Background: an optimization exercise with open tools, aiming at small area. Do not read the settings as production practice.
At most, simulation tests tie the RTL to the original design; equivalence was not proved.
No activity file was given, so power comes from the tool's default toggle rates.

==> flow/design.v <==
module nChannelServoController (
	input clock,
	input reset,
	input [7:0] control,
	input [3:0] address,
	input load,
	output [15:0] pwm,
	output reg [6:0] decodedValue1,
	output reg [6:0] decodedValue2
);
function [6:0] seg7;
	input [3:0] v;
	case (v)
		4'h0: seg7 = 7'b1000000;
		4'h1: seg7 = 7'b1111001;
		4'h2: seg7 = 7'b0100100;
		4'h3: seg7 = 7'b0110000;
		4'h4: seg7 = 7'b0011001;
		4'h5: seg7 = 7'b0010010;
		4'h6: seg7 = 7'b0000010;
		4'h7: seg7 = 7'b0111000;
		4'h8: seg7 = 7'b0000000;
		4'h9: seg7 = 7'b0011000;
		4'hA: seg7 = 7'b1001000;
		4'hB: seg7 = 7'b0000011;
		4'hC: seg7 = 7'b0100111;
		4'hD: seg7 = 7'b0100000;
		4'hE: seg7 = 7'b0000100;
		4'hF: seg7 = 7'b0001110;
	endcase
endfunction
always @(*) begin
	decodedValue1 = seg7(control[3:0]);
	decodedValue2 = seg7(control[7:4]);
end
localparam [3:0] P = 4'd8;
localparam [4:0] E = 5'd10;
reg [3:0] ptr;
reg [4:0] slow;
wire wrap = (ptr == P);
wire send = (slow == E);
wire tick = wrap & send;
always @(posedge clock) begin
	if (reset) begin
		ptr  <= P;
		slow <= E;
	end else begin
		ptr  <= {ptr[2:0], ptr[3] ^ ptr[2]};
		slow <= {slow[3] & ~send, slow[2:0], slow[4] ^ slow[2]};
	end
end
reg [7:0] lo;
reg [4:0] h;
always @(posedge clock) begin
	if (reset) begin
		lo <= 8'hC1;
		h  <= 5'b00000;
	end else if (tick) begin
		lo <= lo + 8'd1;
		if (lo == 8'hFF)
			h <= {h[3:0], ~h[4]};
	end
end
wire early = ~h[4] & ~h[0] & lo[7] & lo[6] & (|lo[5:0]);
wire mid   = h[0] & ~h[1];
function le8;
	input [7:0] a;
	input [7:0] b;
	integer j;
	reg l;
	begin
		l = 1'b1;
		for (j = 0; j < 8; j = j + 1)
			l = (b[j] & l) | (b[j] & ~a[j]) | (l & ~a[j]);
		le8 = l;
	end
endfunction
function high;
	input [7:0] d;
	input [7:0] lo_;
	input early_;
	input mid_;
	high = early_ | (mid_ & le8(lo_, d));
endfunction
reg [3:0] paddr;
reg [7:0] pctl;
always @(posedge clock) begin
	if (reset | tick)
		paddr <= (load & ~reset) ? ~address : 4'h0;
	if (tick)
		pctl <= control;
end
reg sweep;
always @(posedge clock)
	sweep <= reset | (sweep & ~(wrap & ~tick));
reg [8:0] ring [0:14];			 
wire wr = (paddr == ptr);
wire [8:0] ins = wr ? {1'b1, pctl} : {ring[0][8] & ~sweep, ring[0][7:0]};
integer j;
always @(posedge clock) begin
	for (j = 0; j < 14; j = j + 1)
		ring[j] <= ring[j + 1];
	ring[14] <= ins;
end
localparam [59:0] POS = {4'd1, 4'd2, 4'd5, 4'd3, 4'd9, 4'd6, 4'd11, 4'd0, 4'd4, 4'd8, 4'd10, 4'd14, 4'd7, 4'd13, 4'd12};
reg [14:0] shadow;
always @(posedge clock)
	shadow <= {ring[0][8] & high(ring[0][7:0], lo, early, mid), shadow[14:1]};
wire upd = tick & ~sweep;
wire ovr = ~reset & high(control, lo, early, mid);
reg [14:0] pwm_r;
genvar r;
generate
	for (r = 0; r < 15; r = r + 1) begin : ch
		wire sel = reset | (tick & load & (address == r));
		always @(posedge clock)
			pwm_r[r] <= sel ? ovr : (upd ? shadow[POS[4*r +: 4]] : pwm_r[r]);
	end
endgenerate
reg [7:0] duty15;
reg loaded15;
reg pwm15;
wire sel15 = tick & load & (address == 4'd15);
wire [7:0] duty15_n = sel15 ? control : duty15;
wire loaded15_n = ~reset & (loaded15 | sel15);
always @(posedge clock) begin
	duty15 <= duty15_n;
	loaded15 <= loaded15_n;
	if (reset)
		pwm15 <= 1'b0;
	else if (tick)
		pwm15 <= loaded15_n & high(duty15_n, lo, early, mid);
end
assign pwm = {pwm15, pwm_r};
endmodule
Settings: LEC_CHECK=0, ABC_AREA=1, CAP_MARGIN=20, CORE_MARGIN=2, CORE_UTILIZATION=60, CTS_BUF_LIST=sky130_fd_sc_hd__clkbuf_8, CTS_CLUSTER_DIAMETER=100, CTS_CLUSTER_SIZE=20, SLEW_MARGIN=20; clock period 20.0 ns.
standard.sh (not shown) runs the stock make flow with config.mk's settings and CLKGATE_MAP_FILE= SYNTH_SCRIPT=/design/flow/synth_recipe.tcl, a recipe that flattens the netlist after the stock synthesis.
==> flow/flow/run.sh <==
#!/bin/bash
# The standard layout (standard.sh) with these changes:
#  - synthesis maps the combinational logic with flow/abc_area.script, an
#    area-only abc mapping (see flow/synth.tcl), and leaves adders to abc
#    instead of extracting half/full adder cells first (ADDER_MAP_FILE empty);
#    registers are mapped exactly as in the standard flow's synthesis;
#  - clock tree synthesis adds no dummy loads (CTS_ARGS);
#  - the input and output port buffers are made from the smallest buffer cell
#    (sky130_fd_sc_hd__buf_1) instead of the one buffer_ports picks by default.
# The make output goes to standard.log; ORFS keeps each step's log in orfs/logs.
set -euo pipefail
export FLOW_WORK="$PWD"
export BUFFER_PORTS_ARGS="-buffer_cell sky130_fd_sc_hd__buf_1"
# CTS as ORFS runs it from config.mk's CTS settings, without dummy loads.
export CTS_ARGS="-sink_clustering_enable -repair_clock_nets -sink_clustering_size 20 -sink_clustering_max_diameter 100 -buf_list sky130_fd_sc_hd__clkbuf_8 -dont_use_dummy_load"
sed "s#SYNTH_SCRIPT=[^ ]*#SYNTH_SCRIPT=$PWD/flow/synth.tcl ADDER_MAP_FILE=#" standard.sh > own.sh
grep -q "SYNTH_SCRIPT=$PWD/flow/synth.tcl ADDER_MAP_FILE=" own.sh
bash own.sh > standard.log 2>&1
==> flow/flow/abc_area.script <==
strash
ifraig
dch
map -a
topo
dnsize -c
==> flow/flow/synth.tcl <==
# The standard flow's synthesis script (synth_recipe.tcl, run unchanged) with one change:
# the abc call that maps the combinational logic reads flow/abc_area.script,
# an area-only mapping, instead of ORFS's abc_area.script. Registers are
# mapped before abc, by dfflibmap, exactly as in the standard synthesis.
set my_abc_script [file join $::env(FLOW_WORK) flow abc_area.script]
proc abc {args} {
  set i [lsearch -exact $args -script]
  if { $i >= 0 } {
    set args [lreplace $args [expr { $i + 1 }] [expr { $i + 1 }] $::my_abc_script]
  }
  puts "abc script: $::my_abc_script"
  yosys abc {*}$args
}
source [file join $::env(FLOW_WORK) synth_recipe.tcl]
Edit:
--- a/flow/flow/run.sh
+++ b/flow/flow/run.sh
@@ -14,3 +14,3 @@
 # CTS as ORFS runs it from config.mk's CTS settings, without dummy loads.
-export CTS_ARGS="-sink_clustering_enable -repair_clock_nets -sink_clustering_size 20 -sink_clustering_max_diameter 100 -buf_list sky130_fd_sc_hd__clkbuf_8 -dont_use_dummy_load"
+export CTS_ARGS="-sink_clustering_enable -repair_clock_nets -sink_clustering_size 16 -sink_clustering_max_diameter 100 -buf_list sky130_fd_sc_hd__clkbuf_8 -dont_use_dummy_load"
 sed "s#SYNTH_SCRIPT=[^ ]*#SYNTH_SCRIPT=$PWD/flow/synth.tcl ADDER_MAP_FILE=#" standard.sh > own.sh
CTS_CLUSTER_SIZE = 16   (was 20)
Outcome:
- die area stays the same
- maximum frequency hardly moves
- power rises by 2.1%
- worst setup slack gains 0.0085 ns
- wire length is about the same
- final cell count rises by 0.42%


Another version of the RTL of nChannelServoController (not shown whole).
For scale: about 520 cells after synthesis, about 210 flip-flops, ~45 I/O pins.
Design nChannelServoController, start of the top module:
module nChannelServoController (
	input clock,
	input reset,
	input [7:0] control,
	input [3:0] address,
	input load,
	output [15:0] pwm,
	output reg [6:0] decodedValue1,
	output reg [6:0] decodedValue2
);
==> flow/config.mk <==
export PLATFORM = sky130hd
export DESIGN_NAME = nChannelServoController
export DESIGN_NICKNAME = nChannelServoController
export VERILOG_FILES = /design/flow/design.v
export SDC_FILE = /design/flow/constraint.sdc
export NUM_CORES = 4
export LEC_CHECK = 0
export ABC_AREA = 1
export CAP_MARGIN = 20
export CORE_MARGIN = 2
export CORE_UTILIZATION = 60
export CTS_BUF_LIST = sky130_fd_sc_hd__clkbuf_8
export CTS_CLUSTER_DIAMETER = 100
export CTS_CLUSTER_SIZE = 16
export SLEW_MARGIN = 20
==> flow/constraint.sdc <==
create_clock -name core_clock -period 20.0 [get_ports {clock}]
set_input_delay 4.0000 -clock core_clock [delete_from_list [all_inputs] [get_ports {clock}]]
set_output_delay 4.0000 -clock core_clock [all_outputs]
set_load 0.01 [all_outputs]
==> flow/flow/run.sh <==
#!/bin/bash
# The standard layout (standard.sh) with these changes:
#  - synthesis maps the combinational logic with flow/abc_area.script, an
#    area-only abc mapping (see flow/synth.tcl), and leaves adders to abc
#    instead of extracting half/full adder cells first (ADDER_MAP_FILE empty);
#    registers are mapped exactly as in the standard flow's synthesis;
#  - clock tree synthesis adds no dummy loads (CTS_ARGS);
#  - the input and output port buffers are made from the smallest buffer cell
#    (sky130_fd_sc_hd__buf_1) instead of the one buffer_ports picks by default.
# The make output goes to standard.log; ORFS keeps each step's log in orfs/logs.
set -euo pipefail
export FLOW_WORK="$PWD"
export BUFFER_PORTS_ARGS="-buffer_cell sky130_fd_sc_hd__buf_1"
# CTS as ORFS runs it from config.mk's CTS settings, without dummy loads.
export CTS_ARGS="-sink_clustering_enable -repair_clock_nets -sink_clustering_size 10 -sink_clustering_max_diameter 100 -buf_list sky130_fd_sc_hd__clkbuf_4 -dont_use_dummy_load"
sed "s#SYNTH_SCRIPT=[^ ]*#SYNTH_SCRIPT=$PWD/flow/synth.tcl ADDER_MAP_FILE=#" standard.sh > own.sh
grep -q "SYNTH_SCRIPT=$PWD/flow/synth.tcl ADDER_MAP_FILE=" own.sh
bash own.sh > standard.log 2>&1
==> flow/flow/abc_area.script <==
strash
ifraig
dch
map -a
strash
dch
map -a
topo
dnsize -c
Scripts as last shown in full above: flow/flow/synth.tcl
==> next run, changes <==
--- a/flow/flow/run.sh
+++ b/flow/flow/run.sh
@@ -13,5 +13,5 @@
 export BUFFER_PORTS_ARGS="-buffer_cell sky130_fd_sc_hd__buf_1"
 # CTS as ORFS runs it from config.mk's CTS settings, without dummy loads.
-export CTS_ARGS="-sink_clustering_enable -repair_clock_nets -sink_clustering_size 10 -sink_clustering_max_diameter 100 -buf_list sky130_fd_sc_hd__clkbuf_4 -dont_use_dummy_load"
+export CTS_ARGS="-sink_clustering_enable -repair_clock_nets -sink_clustering_size 24 -sink_clustering_max_diameter 100 -buf_list sky130_fd_sc_hd__clkbuf_16 -dont_use_dummy_load"
 sed "s#SYNTH_SCRIPT=[^ ]*#SYNTH_SCRIPT=$PWD/flow/synth.tcl ADDER_MAP_FILE=#" standard.sh > own.sh
 grep -q "SYNTH_SCRIPT=$PWD/flow/synth.tcl ADDER_MAP_FILE=" own.sh
What happened:
- power came out higher by about 7.5%
- clock-buffer cell count goes down by 12
- wire length fell by about 0.8%
- worst setup slack gains 0.063 ns
Function was not checked in any run of this note: the RTL went through the layout flow alone.

==> static timing again, ports no longer ideal <==
In the flow no input, the clock included, has a driving cell. The finished layouts below were timed again as built, in two steps.
Step 1: set_driving_cell puts a clkbuf_16 on clock and a buf_2 on each other input, an assumption about the parent block.
Step 2 times the ports against the registers' clock, not the clock port: input delays grow and output delays shrink by t, the midpoint of the rising clock arrivals with the driver on.
Slacks: ideal ports / drivers / drivers and shift; pairs: ideal ports / drivers.
| run | t (ns) | setup slack, ns | worst hold slack (ns) | clock arrival spread, ns | worst slew at a driven data input, ns |
|---|---|---|---|---|---|
| the first run of note 1 | 0.487 | 10.845 / 10.823 / 10.823 | 0.322 / 0.322 / 0.322 | 0.057 / 0.057 | 0.03 |
| the second run of note 1 | 0.482 | 10.854 / 10.830 / 10.830 | 0.259 / 0.259 / 0.259 | 0.063 / 0.064 | 0.03 |
| the first run of note 2 | 0.600 | 10.757 / 10.735 / 10.735 | 0.328 / 0.328 / 0.328 | 0.011 / 0.010 | 0.05 |
| the second run of note 2 | 0.473 | 10.820 / 10.795 / 10.795 | 0.315 / 0.315 / 0.315 | 0.018 / 0.017 | 0.05 |
After both steps setup and hold are still met in every run listed. For the second run of note 2, which loses most, drivers alone change the setup slack by -0.025 ns; drivers and shift together by -0.025 ns.
